What follows belongs to an exercise in optimizing a design on an open flow for small area and a short achievable clock period; a production flow would make more cautious choices.
Function was checked by simulation only, so behaviour that the tests miss may differ from the original.

===== flow/standard.sh =====
#!/bin/bash
# synth_recipe.tcl (not shown) runs the flow's synth.tcl, then flattens the netlist and writes it again
# the make line also repeats each setting of config.mk as NAME=value (left out here)
make -C /OpenROAD-flow-scripts/flow DESIGN_CONFIG=/design/flow/config.mk WORK_HOME=/design/flow/orfs CLKGATE_MAP_FILE= SYNTH_SCRIPT=/design/flow/synth_recipe.tcl "${@:-finish}"

===== flow/flow/abc.script =====
strash
balance
rewrite
refactor
balance
rewrite
rewrite -z
balance
refactor -z
rewrite -z
balance
&get -n
&deepsyn -T 120
&put
dch -f
amap

===== flow/config.mk =====
export PLATFORM = sky130hd
export DESIGN_NAME = ALU
export DESIGN_NICKNAME = ALU
export VERILOG_FILES = /design/flow/design.v
export SDC_FILE = /design/flow/constraint.sdc
export NUM_CORES = 4
export LEC_CHECK = 0
export ABC_AREA = 1
export CAP_MARGIN = 20
export CORE_MARGIN = 2
export CORE_UTILIZATION = 40
export CTS_BUF_LIST = sky130_fd_sc_hd__clkbuf_4 sky130_fd_sc_hd__clkbuf_8
export GPL_TIMING_DRIVEN = 0
export SLEW_MARGIN = 20

===== flow/flow/remap.tcl =====
# Re-map the combinational logic of the standard synthesis netlist with a
# stronger ABC script. Registers (and their instance names) are kept as is.
set lib $::env(REMAP_LIB)
set in  $::env(REMAP_IN)
set out $::env(REMAP_OUT)
set scr $::env(REMAP_SCRIPT)
set dont_use {}
foreach c $::env(REMAP_DONT_USE) { lappend dont_use -dont_use $c }
yosys read_liberty -ignore_miss_func $lib
yosys read_verilog $in
yosys hierarchy -top $::env(REMAP_TOP)
# keep sequential and tie cells as they are
set fh [open $in r]
set text [read $fh]
close $fh
set keep {}
foreach name [lsort -unique [regexp -all -inline {sky130_fd_sc_hd__[a-z0-9_]+} $text]] {
  if {[regexp {__(e?s?df|dl)} $name]} { lappend keep $name }
}
foreach m $keep { yosys blackbox $m }
yosys stat -liberty $lib
yosys flatten
yosys rename -hide {w:*.*}
yosys opt_clean -purge
yosys techmap
yosys opt -fast
yosys abc -liberty $lib {*}$dont_use -script $scr
yosys opt_clean -purge
yosys read_liberty -lib -ignore_redef $lib
yosys hilomap -hicell sky130_fd_sc_hd__conb_1 HI -locell sky130_fd_sc_hd__conb_1 LO
yosys splitnets
yosys opt_clean -purge
yosys insbuf -buf sky130_fd_sc_hd__buf_4 A X
yosys opt_clean -purge
yosys opt_clean -purge
yosys stat -liberty $lib
yosys check -assert
yosys write_verilog -noattr -noexpr -nohex -nodec $out

===== flow/constraint.sdc =====
create_clock -name core_clock -period 180.0 [get_ports {clk}]
set_input_delay 36.0000 -clock core_clock [delete_from_list [all_inputs] [get_ports {clk}]]
set_output_delay 36.0000 -clock core_clock [all_outputs]
set_load 0.01 [all_outputs]

===== flow/design.v =====
module ALU( clk, rst, sw, c, d, led, dp );
  input [15:0] sw;
  input clk;
  input rst;
  output reg dp;
  output reg [0:6] c;
  output reg [3:0] d;
  output reg [15:0] led;    
  wire led15 = led[15];
  wire led14 = led[14];
  reg [15:0] s;       
  reg [15:0] p;       
  reg [3:0]  m;       
  reg [4:0]  k;       
  wire first = (m == 4'd10);
  function [16:0] addc(input [15:0] a, input [15:0] b, input ci);
    integer i;
    reg cy;
    begin
      cy = ci;
      for (i = 0; i < 16; i = i + 1) begin
        addc[i] = a[i] ^ b[i] ^ cy;
        cy = (a[i] & b[i]) | (cy & (a[i] ^ b[i]));
      end
      addc[16] = cy;
    end
  endfunction
  function [11:0] cneg12(input [11:0] a, input ng);
    integer i;
    reg cy;
    begin
      cy = ng;
      for (i = 0; i < 12; i = i + 1) begin
        cneg12[i] = (a[i] ^ ng) ^ cy;
        cy = cy & (a[i] ^ ng);
      end
    end
  endfunction
  function [15:0] cneg16(input [15:0] a, input ng);
    integer i;
    reg cy;
    begin
      cy = ng;
      for (i = 0; i < 16; i = i + 1) begin
        cneg16[i] = (a[i] ^ ng) ^ cy;
        cy = cy & (a[i] ^ ng);
      end
    end
  endfunction
  function ovf(input [15:0] x);
    begin
      if (x[15])
        ovf = (x[14:0] <= 15'd22768);
      else
        ovf = (x[14:0] >= 15'd10000);
    end
  endfunction
  wire [5:0] sa = s[15:10];
  wire [5:0] sb = s[9:4];
  wire [2:0] scmd = s[3:1];
  wire       sfp  = s[0];
  wire       fpmd = sfp & (scmd[2:1] == 2'b01);
  wire [5:0] ua = cneg12({6'b0, sa}, sa[5]);    
  wire [5:0] ub = cneg12({6'b0, sb}, sb[5]);
  wire sa32 = (sa == 6'b100000);
  wire sb32 = (sb == 6'b100000);
  wire qneg = fpmd ? (sa32 ^ sb32) : (sa[5] ^ sb[5]);
  reg [10:0] mag_mul;
  always @* begin : mulblk
    reg [10:0] acc;
    integer i;
    acc = 0;
    for (i = 0; i < 5; i = i + 1)
      if (ub[i]) acc = addc({5'b0, acc}, {11'b0, ua[4:0]} << i, 1'b0);
    if (ua[5]) acc = {ub[4:0], 5'b0} | {ub[5], 10'b0};
    else if (ub[5]) acc = {ua[4:0], 5'b0};
    mag_mul = acc;
  end
  reg [5:0] uq;
  reg [5:0] ur;
  always @* begin : divblk
    reg [6:0] r;
    reg [16:0 ] t;
    integer j;
    r = 0;
    for (j = 5; j >= 0; j = j - 1) begin
      r = {r[5:0], ua[j]};
      t = addc({9'b0, r}, {9'h1ff, ~{1'b0, ub}}, 1'b1);    
      uq[j] = t[16];
      if (t[16]) r = t[6:0];
    end
    ur = r[5:0];
  end
  wire [11:0] mag = (scmd == 3'd2) ? {1'b0, mag_mul} :
                    (scmd == 3'd3) ? {6'b0, uq} :
                    (sb == 6'd0)   ? 12'd0 : {6'b0, ur};
  wire        mneg = (scmd == 3'd4) ? sa[5] : qneg;
  wire [11:0] mres = cneg12(mag, mneg);
  wire [16:0] as_full = addc({{10{sa[5]}}, sa}, {{10{sb[5]}}, sb} ^ {16{scmd[0]}}, scmd[0]);
  wire [6:0]  asr = as_full[6:0];
  reg [5:0] shr;
  always @* begin : shrblk
    integer i;
    for (i = 0; i < 6; i = i + 1)
      shr[i] = ({26'b0, sb} + i <= 5) ? sa[i + sb] : sa[5];
  end
  wire [15:0] sxa = {{10{sa[5]}}, sa};
  wire [15:0] shl = sxa << sb;
  reg [15:0] fct;
  always @* begin
    case (sa[2:0])
      3'd0, 3'd1: fct = sfp ? 16'd12    : 16'd1;
      3'd2: fct = sfp ? 16'd25    : 16'd2;
      3'd3: fct = sfp ? 16'd75    : 16'd6;
      3'd4: fct = sfp ? 16'd300   : 16'd24;
      3'd5: fct = sfp ? 16'd1500  : 16'd120;
      3'd6: fct = sfp ? 16'd9000  : 16'd720;
      default: fct = sfp ? 16'd63000 : 16'd5040;
    endcase
  end
  reg [15:0] arith;
  always @* begin
    case (scmd)
      3'd0, 3'd1: arith = {{9{asr[6]}}, asr};
      3'd2, 3'd3, 3'd4: arith = {{4{mres[11]}}, mres};
      3'd5: arith = {{10{shr[5]}}, shr};
      3'd6: arith = shl;
      default: arith = (sa[5:3] == 3'b000) ? fct : 16'd0;
    endcase
  end
  wire [15:0] out = (first | led15 | led14) ? 16'd0 : arith;
  wire [5:0] A = sw[15:10];
  wire [5:0] B = sw[9:4];
  wire [2:0] cmd = sw[3:1];
  wire fp = sw[0];
  wire ov_out  = ovf(out);
  wire ov_outl = ovf({out[12:0], 3'b000});
  wire bz = (B == 6'd0);
  wire sgn = A[5] ^ B[5];
  reg ov, neg;
  always @* begin
    ov  = ov_out;
    neg = out[15];
    case (cmd)
      3'd7: begin ov = ~A[5] & (A[4] | A[3]); neg = 1'b0; end
      3'd5, 3'd6: if (bz) begin ov = 1'b0; neg = A[5]; end
      3'd2: if (fp) begin ov = 1'b0; neg = sgn; end
      3'd3: if (fp) begin ov = ov_outl; neg = sgn | out[12]; end
      default: ;
    endcase
  end
  reg [15:0] res;
  always @* begin
    res = p;
    case (scmd)
      3'd7: res = sa[5] ? 16'd0 : (sa[4:3] != 2'b00) ? 16'd10000 :
                  (sa[2:0] == 3'd0 || sa[2:0] == 3'd1) ? 16'd1 :
                  (sa[2:0] == 3'd2) ? 16'd2 : (sa[2:0] == 3'd3) ? 16'd6 :
                  (sa[2:0] == 3'd4) ? 16'd24 : (sa[2:0] == 3'd5) ? 16'd120 :
                  (sa[2:0] == 3'd6) ? 16'd720 : 16'd5040;
      3'd5, 3'd6: if (sb == 6'd0) res = {{10{sa[5]}}, sa};
      3'd2: if (sfp) res = {3'b000, p[15:3]};
      3'd3: if (sfp) res = {p[12:0], 3'b000};
      default: ;
    endcase
  end
  wire        ng = res[15];
  wire [15:0] v  = res ^ {16{ng}};
  wire [2:0]  x3 = v[2:0] + {2'b00, ng};           
  wire        cy = ng & (v[2:0] == 3'b111);        
  reg [4:0] fq;    
  always @* begin
    case (x3)
      3'd0: fq = cy ? 5'd25 : 5'd0;   
      3'd1: fq = 5'd3;     
      3'd2: fq = 5'd6;     
      3'd3: fq = 5'd9;     
      3'd4: fq = 5'd12;    
      3'd5: fq = 5'd13;    
      3'd6: fq = 5'd18;    
      default: fq = 5'd21;  
    endcase
  end
  reg [1:0] f01;   
  always @* begin
    case (x3)
      3'd2, 3'd3: f01 = 2'd1;
      3'd4: f01 = 2'd2;
      3'd6, 3'd7: f01 = 2'd3;
      default: f01 = 2'd0;
    endcase
  end
  wire [15:0] y = {3'b000, v[15:3]};
  wire [16:0] t1 = addc(y, {y[11:0], 4'b0}, 1'b0);
  wire [16:0] t2 = addc(t1[15:0], {y[12:0], 3'b0}, 1'b0);
  wire [16:0] t3 = addc(t2[15:0], {11'b0, fq}, 1'b0);
  wire [15:0] num = sfp ? {t3[13:0], f01} : v;
  wire        inc = ~sfp & ng;                     
  function [2:0] mupd(input [2:0] m, input b);    
    begin
      mupd[0] = (m[1] ^ b) | m[2];
      mupd[1] = (m[0] & ~m[1] & ~b) | (m[0] & ~m[2] & b);
      mupd[2] = (~m[0] & m[1] & ~b) | (m[2] & b);
    end
  endfunction
  function par(input [2:0] m);                     
    par = m[0] & ~m[2];
  endfunction
  function [2:0] enc(input [2:0] x);               
    case (x)
      3'd0, 3'd5: enc = 3'b000;
      3'd1, 3'd6: enc = 3'b001;
      3'd2, 3'd7: enc = 3'b010;
      3'd3: enc = 3'b011;
      default: enc = 3'b101;
    endcase
  endfunction
  function [2:0] minc(input [2:0] m);              
    case (m)
      3'b000: minc = 3'b001;
      3'b001: minc = 3'b010;
      3'b010: minc = 3'b011;
      3'b011: minc = 3'b101;
      default: minc = 3'b000;
    endcase
  endfunction
  reg [2:0] M0, M1, M2, M3;
  reg [12:0] q1;
  reg [9:0] q2;
  reg [6:0] q3;
  always @* begin : bcdblk
    integer i;
    M0 = enc(num[15:13]);
    for (i = 12; i >= 0; i = i - 1) begin q1[i] = par(M0) ^ num[i+1]; M0 = mupd(M0, num[i]); end
    M1 = enc(q1[12:10]);
    for (i = 9; i >= 0; i = i - 1) begin q2[i] = par(M1) ^ q1[i+1]; M1 = mupd(M1, q1[i]); end
    M2 = enc(q2[9:7]);
    for (i = 6; i >= 0; i = i - 1) begin q3[i] = par(M2) ^ q2[i+1]; M2 = mupd(M2, q2[i]); end
    M3 = enc(q3[6:4]);
    for (i = 3; i >= 0; i = i - 1) M3 = mupd(M3, q3[i]);
  end
  wire n0 = (M0 == 3'b101) & num[0];    
  wire n1 = (M1 == 3'b101) & q1[0];
  wire n2 = (M2 == 3'b101) & q2[0];
  reg [1:0] sel;
  always @* begin
    case (k)
      5'd0, 5'd5, 5'd6, 5'd12, 5'd18, 5'd19, 5'd25, 5'd31: sel = 2'd3;
      5'd4, 5'd10, 5'd11, 5'd17, 5'd23, 5'd24, 5'd29, 5'd30: sel = 2'd2;
      5'd2, 5'd3, 5'd9, 5'd15, 5'd16, 5'd21, 5'd22, 5'd28: sel = 2'd1;
      default: sel = 2'd0;
    endcase
    if (first) sel = 2'd0;
  end
  reg [2:0] Ms;
  reg ps, cs;
  always @* begin
    case (sel)
      2'd0: begin Ms = M0; ps = num[0]; cs = 1'b1; end
      2'd1: begin Ms = M1; ps = q1[0];  cs = n0; end
      2'd2: begin Ms = M2; ps = q2[0];  cs = n0 & n1; end
      default: begin Ms = M3; ps = q3[0]; cs = n0 & n1 & n2; end
    endcase
  end
  wire       up = inc & cs;
  wire [2:0] Md = first ? 3'b000 : up ? minc(Ms) : Ms;
  wire       pd = ~first & (ps ^ up);
  function [0:6] segm( input [2:0] m, input p );
    case ({m, p})
      4'b0000: segm = 7'b0000001;   
      4'b0011: segm = 7'b1001111;   
      4'b0100: segm = 7'b0010010;   
      4'b0111: segm = 7'b0000110;   
      4'b1010: segm = 7'b1001100;   
      4'b0001: segm = 7'b0100100;   
      4'b0010: segm = 7'b0100000;   
      4'b0101: segm = 7'b0001111;   
      4'b0110: segm = 7'b0000000;   
      4'b1011: segm = 7'b0000100;   
      default: segm = 7'b0000001;
    endcase
  endfunction
  wire refresh = (m == 4'd0) | first;
  always @(posedge clk) begin
    s <= sw;
    p <= out;
    if (rst) begin
      led <= 16'd0;
      m <= 4'd10;
      c <= 0;
      d <= 4'b1111;
      dp <= 1;
    end else begin
      led <= {ov, (cmd == 3'd3) & bz, neg, 13'b0};
      m <= (m == 4'd9) ? 4'd0 : (first ? 4'd1 : m + 4'd1);
      if (first) k <= 5'd0;
      else if (m == 4'd9) k <= k + 5'd1;
      if (refresh) begin
        c <= segm(Md, pd);
        d <= ~(4'b0001 << sel);
        dp <= ~((sel == 2'd2) & fp);
      end
    end
  end
endmodule

===== flow/flow/run.sh =====
#!/bin/bash
# Own layout flow: the standard synthesis, then the combinational logic
# re-mapped with a stronger ABC script (registers and their names kept),
# then the standard layout from the re-mapped netlist.
set -euo pipefail
W=$(pwd)
R=$W/orfs/results/$FLOW_PLATFORM/ALU/base
YOSYS=$(command -v yosys || echo "$FLOW_HOME/../tools/install/yosys/bin/yosys")
bash standard.sh synth > "$W/std_synth.log" 2>&1
cp "$R/1_2_yosys.v" "$W/std_1_2_yosys.v"
export REMAP_LIB=$FLOW_HOME/platforms/$FLOW_PLATFORM/lib/sky130_fd_sc_hd__tt_025C_1v80.lib
export REMAP_IN=$W/std_1_2_yosys.v
export REMAP_OUT=$W/remap_1_2_yosys.v
export REMAP_SCRIPT=$W/flow/abc.script
export REMAP_TOP=$FLOW_TOP
export REMAP_DONT_USE="$(sed -n '/DONT_USE_CELLS += /,/^#/p' "$FLOW_HOME/platforms/$FLOW_PLATFORM/config.mk" | grep -o 'sky130_fd_sc_hd__[a-z0-9_]*' | tr '\n' ' ')"
"$YOSYS" -c "$W/flow/remap.tcl" > "$W/remap.log" 2>&1
cp "$REMAP_OUT" "$R/1_2_yosys.v"
rm -f "$R/1_synth.odb" "$R/1_synth.sdc"
bash standard.sh BUFFER_PORTS_ARGS="-buffer_cell sky130_fd_sc_hd__buf_1" CTS_ARGS="-sink_clustering_enable -repair_clock_nets -buf_list {sky130_fd_sc_hd__clkbuf_4 sky130_fd_sc_hd__clkbuf_8} -dont_use_dummy_load -sink_clustering_size 30 -sink_clustering_max_diameter 300" SETUP_SLACK_MARGIN=143.1 finish > "$W/layout.log" 2>&1

==> summary.log, run 1 <==
qor: outcome.status finished clean
qor: critical_path.critPathRequiredTime 144.00 ns
qor: cells_and_area.net_total_in_the_final_layout 1423
qor: cells_and_area.area.growth.synth_to_final 8.64%
qor: die.fp.dieArea 20000 um^2
qor: placement.dp_hpwl 19400 um
qor: clocking.cts_buffers 9
qor: yosys.synth_warnings 1
qor: timing.timing.final.setup_violations 0
qor: job.cap_violations 0
qor: detailed_routing.final_antenna_net_count 0
qor: clocking.cts.htree.levels 3
qor: critical_path.timing.critical_path.to_type output pin
qor: critical_path.worst_path_most_repeated_cell sky130_fd_sc_hd__buf_6
qor: global_route.overflow 0
qor: timing.timing_worst_slew_pin_value 1.08 ns
qor: critical_path.critical_path.max_fanout 2
qor: die.num_rows 50
qor: timing.final_max_slew_violation_count 0
qor: timing.final.min_clock_period 36.89 ns
qor: worst_hold_path.worstHoldPathType reg -> reg
qor: clocking.clock_transition_at_the_registers_of_the_reported_paths 0.07 ns
qor: placement.post-place-ws 142.31 ns
qor: detailed_routing.postRouteWirelength 24700 um
qor: timing.fin_crit_sh 20.5%
qor: timing.final.hold.worst_slack 0.454 ns
qor: die.die_h 141 um
qor: die.core-area 18600 um^2
qor: die.initial_cell_density_of_the_core 40.5%
qor: global_route.grt_pass1_wl 40200 um
qor: yosys.syn-instance-count 1359
qor: cells_and_area.layout.core_utilization 44.0%
qor: cells_and_area.final_antenna_diode_count 0
qor: cells_and_area.seq_area 1210 um^2
qor: clocking.cts_buffer_depth 2
qor: critical_path.cpMaxStageDelayCell sky130_fd_sc_hd__dfxtp_2
qor: timing.finalHoldViolCount 0
qor: timing.achievable-frequency 0.0271 GHz
qor: critical_path.cp_top_family flip-flops
qor: critical_path.start_kind flip-flop
qor: clocking.cts_tree built
qor: clocking.clock_tree.root_cell sky130_fd_sc_hd__clkbuf_8
qor: critical_path.critical_path_arrival 0.89 ns
qor: critical_path.timing.critical_path.slowest_cell_delay 0.33 ns
qor: detailed_routing.detail_route.iter0.violations 961
qor: critical_path.crit_chain buf_6 -> buf_6
qor: timing.final.setup.tns 0 ns
qor: yosys.synth_area 7560 um^2
qor: detailed_routing.drtPass1Iterations 6
qor: cells_and_area.area_used_by_multi_input_combinational_logic 5710 um^2
qor: placement.placer_congestion 0.996
qor: detailed_routing.drc_errors 0
qor: global_route.number_of_antenna_violations_at_the_first_check_in_global_routing 0
qor: detailed_routing.vias_per_std_cell 5.91
qor: timing.worst_slack 143.11 ns
qor: timing.fin_skew 0.0259 ns
qor: cells_and_area.drive_gt1_share 2.14%
qor: global_route.largest_net_degree_at_the_start_of_global_routing 24
qor: yosys.mappedNetlistNets 1377
qor: global_route.grtUsageTotal 24.2%
qor: yosys.syn_area_per_cell 5.56 um^2
qor: die.die_w 141 um
qor: clocking.clock_sinks 58
qor: timing.setup_repair_after_global_routing_missed_its_margin true
qor: timing.relative_max_transition_margin 27.3%
qor: clocking.clk-insertion-delay-late 0.34 ns
qor: placement.io_buffers 32
qor: critical_path.timing.critical_path.buf_inv 2
qor: detailed_routing.via_count 9668
qor: clocking.hold_buffers 0
qor: detailed_routing.detail_route.wl_per_cell 15.1 um
qor: critical_path.worstSetupPathType reg -> out
qor: global_route.first_global_vias 8501
qor: cells_and_area.fillCellCount 2033
qor: die.num_io_pins 46
-- per-layer routing --
layer	share of wire [%]	global-route usage [%]
met2	46	41.7
met1	44	30.9
met4	4.1	9.37
met3	6.4	3.00
met5	0	0
-- layout make-up --
cell class	instances	share of cell area (%)
Sequential cell	58	14.8
Buffer	2	0.274
Inverter	181	8.31
Clock buffer	9	1.51
Multi-Input combinational cell	1118	69.5
Timing Repair Buffer	35	2.04
Tap cell	234	3.57
-- flip-flops by register name, indices dropped and copies added (netlist names), named ones only --
name and count:
c 7, dp 1, s 16, d 4, m 4, k 5, p 16, led 3
-- worst register-to-register path, delay by kind of cell, from the launching register on --
family                 cells  cell delay [ns]
flip-flops                 1             0.62
AO/OA/AOI/OAI             29             6.71
buffers and inverters     15             3.06
AND/OR/NAND/NOR           42             7.50
-- cells in the final DEF (no fill, tap or decap), types with 4 or more instances in the layout --
| master | instances |
|---|---|
| sky130_fd_sc_hd__a2111oi_0 | 6 |
| sky130_fd_sc_hd__a211oi_1 | 19 |
| sky130_fd_sc_hd__a21o_1 | 8 |
| sky130_fd_sc_hd__a21oi_1 | 108 |
| sky130_fd_sc_hd__a221oi_1 | 16 |
| sky130_fd_sc_hd__a222oi_1 | 5 |
| sky130_fd_sc_hd__a22oi_1 | 11 |
| sky130_fd_sc_hd__a31o_1 | 4 |
| sky130_fd_sc_hd__a31oi_1 | 18 |
| sky130_fd_sc_hd__and2_0 | 9 |
| sky130_fd_sc_hd__and3_1 | 4 |
| sky130_fd_sc_hd__buf_1 | 27 |
| sky130_fd_sc_hd__buf_6 | 5 |
| sky130_fd_sc_hd__clkbuf_8 | 9 |
| sky130_fd_sc_hd__clkinv_1 | 179 |
| sky130_fd_sc_hd__conb_1 | 13 |
| sky130_fd_sc_hd__dfxtp_1 | 51 |
| sky130_fd_sc_hd__edfxtp_1 | 5 |
| sky130_fd_sc_hd__nand2_1 | 136 |
| sky130_fd_sc_hd__nand3_1 | 9 |
| sky130_fd_sc_hd__nor2_1 | 370 |
| sky130_fd_sc_hd__nor2b_1 | 14 |
| sky130_fd_sc_hd__nor3_1 | 46 |
| sky130_fd_sc_hd__nor4_1 | 6 |
| sky130_fd_sc_hd__o211ai_1 | 10 |
| sky130_fd_sc_hd__o21a_1 | 14 |
| sky130_fd_sc_hd__o21ai_0 | 126 |
| sky130_fd_sc_hd__o21ai_1 | 5 |
| sky130_fd_sc_hd__o221ai_1 | 12 |
| sky130_fd_sc_hd__o22a_1 | 4 |
| sky130_fd_sc_hd__o22ai_1 | 71 |
| sky130_fd_sc_hd__o31ai_1 | 5 |
| sky130_fd_sc_hd__o32ai_1 | 17 |
| sky130_fd_sc_hd__or2_0 | 17 |
-- repair_timing --
action / CTS / global route
pin swaps: 1 / 5
endpoints found under the setup margin: 14 / 6
gates resized for setup: 9 / 13
buffers inserted: 2 / 0
hold endpoints to repair: 0 / 0
cloned: 0 / 0
-- metrics by stage --
| step | instances | cell area (um^2) |
|---|---|---|
| 6_report | 1637 | 8210 |
| 5_1_grt | 1637 | 8210 |
| 4_1_cts | 1637 | 8150 |
| 3_5_place_dp | 1626 | 7980 |
| 3_3_place_gp | 1625 | 7970 |
| 2_1_floorplan | 1359 | 7560 |
-- path summary, 6_finish.rpt --
path | cells after the start | start | endpoint | slack (ns)
max | 2 | led[14]$_SDFF_PP0_ | led[14] | 143.11
min | 1 | m[0]$_SDFF_PP0_ | m[0]$_SDFF_PP0_ | 0.45
max reg2reg | 86 | s[6]$_DFF_P_ | c[6]$_SDFFE_PP0P_ | 162.03
min reg2reg | 1 | m[0]$_SDFF_PP0_ | m[0]$_SDFF_PP0_ | 0.45
==> run 2, diff against run 1 <==
--- a/flow/design.v
+++ b/flow/design.v
@@ -135,4 +135,6 @@
   wire fp = sw[0];
-  wire ov_out  = ovf(out);
-  wire ov_outl = ovf({out[12:0], 3'b000});
+  wire zo = first | led15 | led14;
+  wire ov_out  = ~zo & (scmd == 3'd6) & ovf(shl);
+  wire ov_outl = ~zo & (((scmd == 3'd6) & ovf({shl[12:0], 3'b000})) |
+                        ((scmd == 3'd7) & (sa == 6'd7 || (sfp && sa == 6'd5))));
   wire bz = (B == 6'd0);
@@ -289,2 +291,3 @@
       m <= 4'd10;
+      k <= 5'd0;
       c <= 0;
@@ -295,4 +298,3 @@
       m <= (m == 4'd9) ? 4'd0 : (first ? 4'd1 : m + 4'd1);
-      if (first) k <= 5'd0;
-      else if (m == 4'd9) k <= k + 5'd1;
+      if (m == 4'd9) k <= k + 5'd1;
       if (refresh) begin
--- a/flow/flow/run.sh
+++ b/flow/flow/run.sh
@@ -19,2 +19,2 @@
 rm -f "$R/1_synth.odb" "$R/1_synth.sdc"
-bash standard.sh BUFFER_PORTS_ARGS="-buffer_cell sky130_fd_sc_hd__buf_1" CTS_ARGS="-sink_clustering_enable -repair_clock_nets -buf_list {sky130_fd_sc_hd__clkbuf_4 sky130_fd_sc_hd__clkbuf_8} -dont_use_dummy_load -sink_clustering_size 30 -sink_clustering_max_diameter 300" SETUP_SLACK_MARGIN=143.1 finish > "$W/layout.log" 2>&1
+bash standard.sh BUFFER_PORTS_ARGS="-buffer_cell sky130_fd_sc_hd__buf_1" CTS_ARGS="-sink_clustering_enable -repair_clock_nets -buf_list {sky130_fd_sc_hd__clkbuf_4 sky130_fd_sc_hd__clkbuf_8} -dont_use_dummy_load" SETUP_SLACK_MARGIN=142.9 finish > "$W/layout.log" 2>&1
==> summary.log, run 2 <==
qor: critical_path.setup.reg_to_reg.worst_slack 162.32 ns
qor: timing.final.setup.tns 0 ns
qor: yosys.syn_area_per_cell 5.65 um^2
qor: timing.setup_repair_after_global_routing_missed_its_margin true
qor: global_route.largest_net_degree_at_the_start_of_global_routing 24
qor: clocking.clock_sinks 58
qor: global_route.grt_pass1_wl 39800 um
qor: cells_and_area.fillCellCount 1946
qor: cells_and_area.net_total_in_the_final_layout 1365
qor: global_route.first_global_vias 8189
qor: yosys.mappedNetlistNets 1309
qor: clocking.cts.htree.levels 3
qor: cells_and_area.drive_gt1_share 2.83%
qor: die.core-area 17900 um^2
qor: timing.timing.final.setup_violations 0
qor: critical_path.critPathRequiredTime 180.23 ns
qor: job.cap_violations 0
qor: timing.finalHoldViolCount 0
qor: die.num_rows 49
qor: critical_path.critical_path.max_fanout 5
qor: placement.placer_congestion 0.981
qor: detailed_routing.vias_per_std_cell 5.87
qor: die.initial_cell_density_of_the_core 40.7%
qor: global_route.grtUsageTotal 24.5%
qor: die.fp.dieArea 19300 um^2
qor: detailed_routing.detail_route.wl_per_cell 15.4 um
qor: detailed_routing.detail_route.iter0.violations 808
qor: worst_hold_path.timing.hold.worst_path_depth 1
qor: placement.dp_hpwl 19100 um
qor: clocking.cts_buffer_depth 2
qor: detailed_routing.drtPass1Iterations 6
qor: clocking.cts_tree built
qor: worst_hold_path.min-delay-start c[0]$_SDFFE_PP0P_
qor: timing.fin_skew 0.0269 ns
qor: yosys.synth_warnings 1
qor: timing.final.hold.worst_slack 0.464 ns
qor: die.num_io_pins 46
qor: yosys.syn-instance-count 1291
qor: cells_and_area.layout_common_cells 309 x sky130_fd_sc_hd__nor2_1, 152 x sky130_fd_sc_hd__clkinv_1, 142 x sky130_fd_sc_hd__o21ai_0
qor: cells_and_area.final_area 8050 um^2
qor: cells_and_area.mostFrequentLayoutCell sky130_fd_sc_hd__nor2_1
qor: clocking.clk-insertion-delay-late 0.36 ns
qor: detailed_routing.via_count 9241
qor: worst_hold_path.timing.hold.worst_endpoint c[0]$_SDFFE_PP0P_
qor: critical_path.r2r-start s[2]$_DFF_P_
qor: cells_and_area.area.growth.synth_to_final 10.4%
qor: critical_path.timing.critical_path.to_type flip-flop
qor: timing.final_max_slew_violation_count 0
qor: worst_hold_path.worstHoldPathType reg -> reg
qor: die.die_h 139 um
qor: clocking.clock_transition_at_the_registers_of_the_reported_paths 0.05 ns
qor: global_route.number_of_antenna_violations_at_the_first_check_in_global_routing 0
qor: critical_path.worstSetupPathType in -> reg
qor: global_route.overflow 0
qor: placement.io_buffers 32
qor: timing.achievable-frequency 0.0270 GHz
qor: detailed_routing.drc_errors 0
qor: detailed_routing.postRouteWirelength 24300 um
qor: outcome.status finished clean
qor: cells_and_area.final_antenna_diode_count 0
qor: die.die_w 139 um
qor: timing.timing_worst_slew_pin_value 0.910 ns
qor: timing.final.min_clock_period 37.10 ns
qor: clocking.cts_buffers 9
qor: detailed_routing.final_antenna_net_count 0
qor: critical_path.start_kind input port
qor: timing.fin_crit_sh 20.6%
qor: critical_path.critical_path_arrival 37.32 ns
qor: critical_path.timing.rr.end c[3]$_SDFFE_PP0P_
qor: clocking.clock_tree.root_cell sky130_fd_sc_hd__clkbuf_8
qor: cells_and_area.largestRegisters p (16), s (16), c (7)
qor: critical_path.rr_worst_depth 91
qor: yosys.synth_area 7290 um^2
qor: placement.dpl_cell_area 7800 um^2
qor: timing.relative_max_transition_margin 37.7%
qor: clocking.hold_buffers 0
[run 2: critical path, cell delays in order]
cell and delay (ns):
sky130_fd_sc_hd__buf_16 0.12, sky130_fd_sc_hd__buf_4 0.16, sky130_fd_sc_hd__nor3_4 0.21, sky130_fd_sc_hd__nor3_2 0.06, sky130_fd_sc_hd__o21a_1 0.14, sky130_fd_sc_hd__o21ai_2 0.10, sky130_fd_sc_hd__nor2_2 0.06, sky130_fd_sc_hd__o21a_1 0.20
sky130_fd_sc_hd__a211o_1 0.26
[run 2: area by class of cell]
class | instances | area [um^2] | area share, %
plain buffers | 2 | 15.0 | 0.187
clock buffers | 9 | 124 | 1.54
inverters | 153 | 601 | 7.47
multi-input cells | 1078 | 5620 | 69.9
flip-flops and latches | 58 | 1160 | 14.4
well taps | 229 | 287 | 3.56
repair buffers | 45 | 236 | 2.94
[run 2: what timing repair did]
item	CTS	global route
buffers inserted	5	5
setup endpoints to repair	13	4
resized for setup	9	4
pin swaps	6	1
[run 2: worst max-delay path by stage]
| stage | start | endpoint | slack [ns] | depth (start not counted) |
|---|---|---|---|---|
| floorplan | rst | c[3]$_SDFFE_PP0P_ | 142.62 | 10 |
| global placement | rst | c[3]$_SDFFE_PP0P_ | 141.47 | 11 |
| detailed placement | rst | c[3]$_SDFFE_PP0P_ | 141.45 | 11 |
| CTS | rst | c[3]$_SDFFE_PP0P_ | 142.91 | 11 |
| global route | rst | c[3]$_SDFFE_PP0P_ | 142.86 | 11 |
| finish | rst | c[3]$_SDFFE_PP0P_ | 142.91 | 9 |
[run 2: layer usage]
metal / up-vias / part of all wire [%] / track usage, %
li1: 4767 / - / -
met1: 4049 / 45 / 32.2
met2: 364 / 45 / 40.9
met3: 61 / 6.1 / 3.21
met4: 0 / 3.7 / 9.57
met5: - / 0 / 0
[run 2: per-stage QoR]
| stage | setup slack, ns | instances | utilization (%) |
|---|---|---|---|
| after floorplan | 142.62 | 1291 | - |
| after global placement | 141.47 | 1552 | 43.4 |
| after detailed placement | 141.45 | 1554 | 43.6 |
| after CTS | 142.91 | 1568 | 44.6 |
| after global routing | 142.86 | 1574 | 44.9 |
| final | 142.91 | 1574 | 44.9 |
==> run 3, diff against run 2 <==
--- a/flow/flow/abc.script
+++ b/flow/flow/abc.script
@@ -12,3 +12,3 @@
 &get -n
-&deepsyn -T 120
+&deepsyn -I 5 -T 300
 &put
==> summary.log, run 3 <==
qor: timing.finalHoldViolCount 0
qor: detailed_routing.final_antenna_net_count 0
qor: detailed_routing.via_count 9241
qor: global_route.grtUsageTotal 24.5%
qor: clocking.cts_tree built
qor: timing.final.min_clock_period 37.10 ns
qor: yosys.syn_area_per_cell 5.65 um^2
qor: die.die_h 139 um
qor: cells_and_area.net_total_in_the_final_layout 1365
qor: placement.post-place-ws 141.45 ns
qor: cells_and_area.layout_common_cells 309 x sky130_fd_sc_hd__nor2_1, 152 x sky130_fd_sc_hd__clkinv_1, 142 x sky130_fd_sc_hd__o21ai_0
qor: clocking.hold_buffers 0
qor: timing.final_max_slew_violation_count 0
qor: timing.setup_repair_after_global_routing_missed_its_margin true
qor: clocking.clock_transition_at_the_registers_of_the_reported_paths 0.05 ns
qor: timing.timing.final.setup_violations 0
qor: cells_and_area.final_antenna_diode_count 0
qor: cells_and_area.final_area 8050 um^2
qor: yosys.synth_area 7290 um^2
qor: cells_and_area.layout.core_utilization 44.9%
qor: detailed_routing.postRouteWirelength 24300 um
qor: detailed_routing.highest-signal-layer met4
qor: die.die_w 139 um
qor: clocking.cts_buffers 9
qor: clocking.clock_sinks 58
qor: placement.dpl_cell_area 7800 um^2
qor: detailed_routing.detailroute.wirelength.met3 1470 um
qor: detailed_routing.drtPass1Iterations 6
qor: die.num_io_pins 46
qor: critical_path.worstSetupPathType in -> reg
qor: placement.placer_congestion 0.981
qor: global_route.largest_net_degree_at_the_start_of_global_routing 24
qor: detailed_routing.met1Wirelength 10900 um
qor: cells_and_area.largestRegisters p (16), s (16), c (7)
qor: detailed_routing.detail_route.iter0.violations 808
qor: critical_path.worst_path_most_repeated_cell sky130_fd_sc_hd__o21a_1
qor: yosys.synth_warnings 1
qor: critical_path.critical_path_arrival 37.32 ns
qor: detailed_routing.vias_per_std_cell 5.87
qor: die.initial_cell_density_of_the_core 40.7%
qor: critical_path.timing.critical_path.to_type flip-flop
qor: placement.dp_hpwl 19100 um
qor: detailed_routing.drc_errors 0
qor: die.fp.dieArea 19300 um^2
qor: critical_path.critPathRequiredTime 180.23 ns
qor: yosys.mappedNetlistNets 1309
qor: timing.worst_slack 142.91 ns
qor: critical_path.cpMaxStageDelayCell sky130_fd_sc_hd__a211o_1
qor: placement.io_buffers 32
qor: clocking.cts.htree.levels 3
qor: clocking.cts_buffer_depth 2
qor: timing.relative_max_transition_margin 37.7%
qor: timing.fin_crit_sh 20.6%
qor: detailed_routing.met2_routed_wirelength 11000 um
qor: global_route.first_global_vias 8189
qor: global_route.number_of_antenna_violations_at_the_first_check_in_global_routing 0
qor: detailed_routing.detail_route.wl_per_cell 15.4 um
qor: timing.final.setup.tns 0 ns
qor: cells_and_area.area.growth.synth_to_final 10.4%
qor: global_route.overflow 0
qor: die.num_rows 49
qor: cells_and_area.drive_gt1_share 2.83%
qor: critical_path.start_kind input port
qor: timing.fin_skew 0.0269 ns
qor: critical_path.setup.reg_to_reg.worst_slack 162.32 ns
qor: critical_path.critical_path.max_fanout 5
qor: timing.timing_worst_slew_pin_value 0.910 ns
qor: yosys.syn-instance-count 1291
qor: critical_path.timing.critical_path.slowest_cell_delay 0.26 ns
qor: clocking.clk-insertion-delay-late 0.36 ns
qor: outcome.status finished clean
qor: timing.achievable-frequency 0.0270 GHz
qor: job.cap_violations 0
qor: cells_and_area.mostFrequentLayoutCell sky130_fd_sc_hd__nor2_1
qor: global_route.grt_pass1_wl 39800 um
qor: worst_hold_path.worstHoldPathType reg -> reg
qor: die.core-area 17900 um^2
qor: critical_path.crit_chain buf_16 -> buf_4 -> nor3_4 -> nor3_2 -> o21a_1 -> o21ai_2 -> nor2_2 -> o21a_1 -> a211o_1
qor: clocking.clock_tree.root_cell sky130_fd_sc_hd__clkbuf_8
-- run 3: area by class of cell --
class,instances,area (um^2)
Fill cell,1946,9860
Multi-Input combinational cell,1078,5620
Sequential cell,58,1160
Inverter,153,601
Tap cell,229,287
Timing Repair Buffer,45,236
Clock buffer,9,124
Buffer,2,15.0
-- run 3: timing repair --
action	CTS	global route
endpoints found under the setup margin	13	4
gates resized for setup	9	4
buffers inserted	5	5
gates cloned	0	0
pin swaps	6	1
-- run 3: routing by layer --
layer / GRT usage [%] / up-vias
met5: 0 / -
met4: 9.57 / 0
met3: 3.21 / 61
met2: 40.9 / 364
met1: 32.2 / 4049
li1: - / 4767
-- run 3: final timing paths --
| check | startpoint | to | cells past startpoint |
|---|---|---|---|
| worst min register to register | c[0]$_SDFFE_PP0P_ | c[0]$_SDFFE_PP0P_ | 1 |
| worst max-delay path | rst | c[3]$_SDFFE_PP0P_ | 9 |
| worst max register to register | s[2]$_DFF_P_ | c[3]$_SDFFE_PP0P_ | 91 |
| worst min-delay path | c[0]$_SDFFE_PP0P_ | c[0]$_SDFFE_PP0P_ | 1 |
-- run 3: through the flow --
step           std cells  hold WS (ns)
6_report            1574         0.464
5_1_grt             1574         0.482
4_1_cts             1568         0.466
3_5_place_dp        1554         0.450
2_1_floorplan       1291         0.425
3_3_place_gp        1552         0.438
-- run 3: worst max-delay path, delay by kind of cell --
family / cells / cell delay, ns
buf+inv: 2 / 0.28
simple gates: 3 / 0.33
compound gates: 4 / 0.70

==> afterwards: timing with drivers on the ports <==
How much do the figures lean on ideal ports? The routed layouts below were timed once more, with nothing changed but the port constraints. Step 1 assumes that a clkbuf_16 drives the clock port and a buf_2 every other input. Step 2, shift: input delay + t, output delay - t, t = (earliest + latest rising clock arrival at the registers) / 2. This alone moves slack from input paths to output paths. Three values: no drivers, after step 1, after step 2; two values: the first two.
| run | t, ns | setup slack, ns | worst register clock-pin slew, ns | worst data-port slew with drivers (ns) | cell pins on the clock port's net |
|---|---|---|---|---|---|
| run 1 | 0.369 | 143.111 / 143.073 / 142.840 | 0.07 / 0.07 | 0.04 | 1 |
| run 2 | 0.376 | 142.905 / 142.856 / 142.481 | 0.08 / 0.08 | 0.09 | 1 |
| run 3 | 0.376 | 142.905 / 142.856 / 142.481 | 0.08 / 0.08 | 0.09 | 1 |
After both steps setup and hold are still met in every run listed.
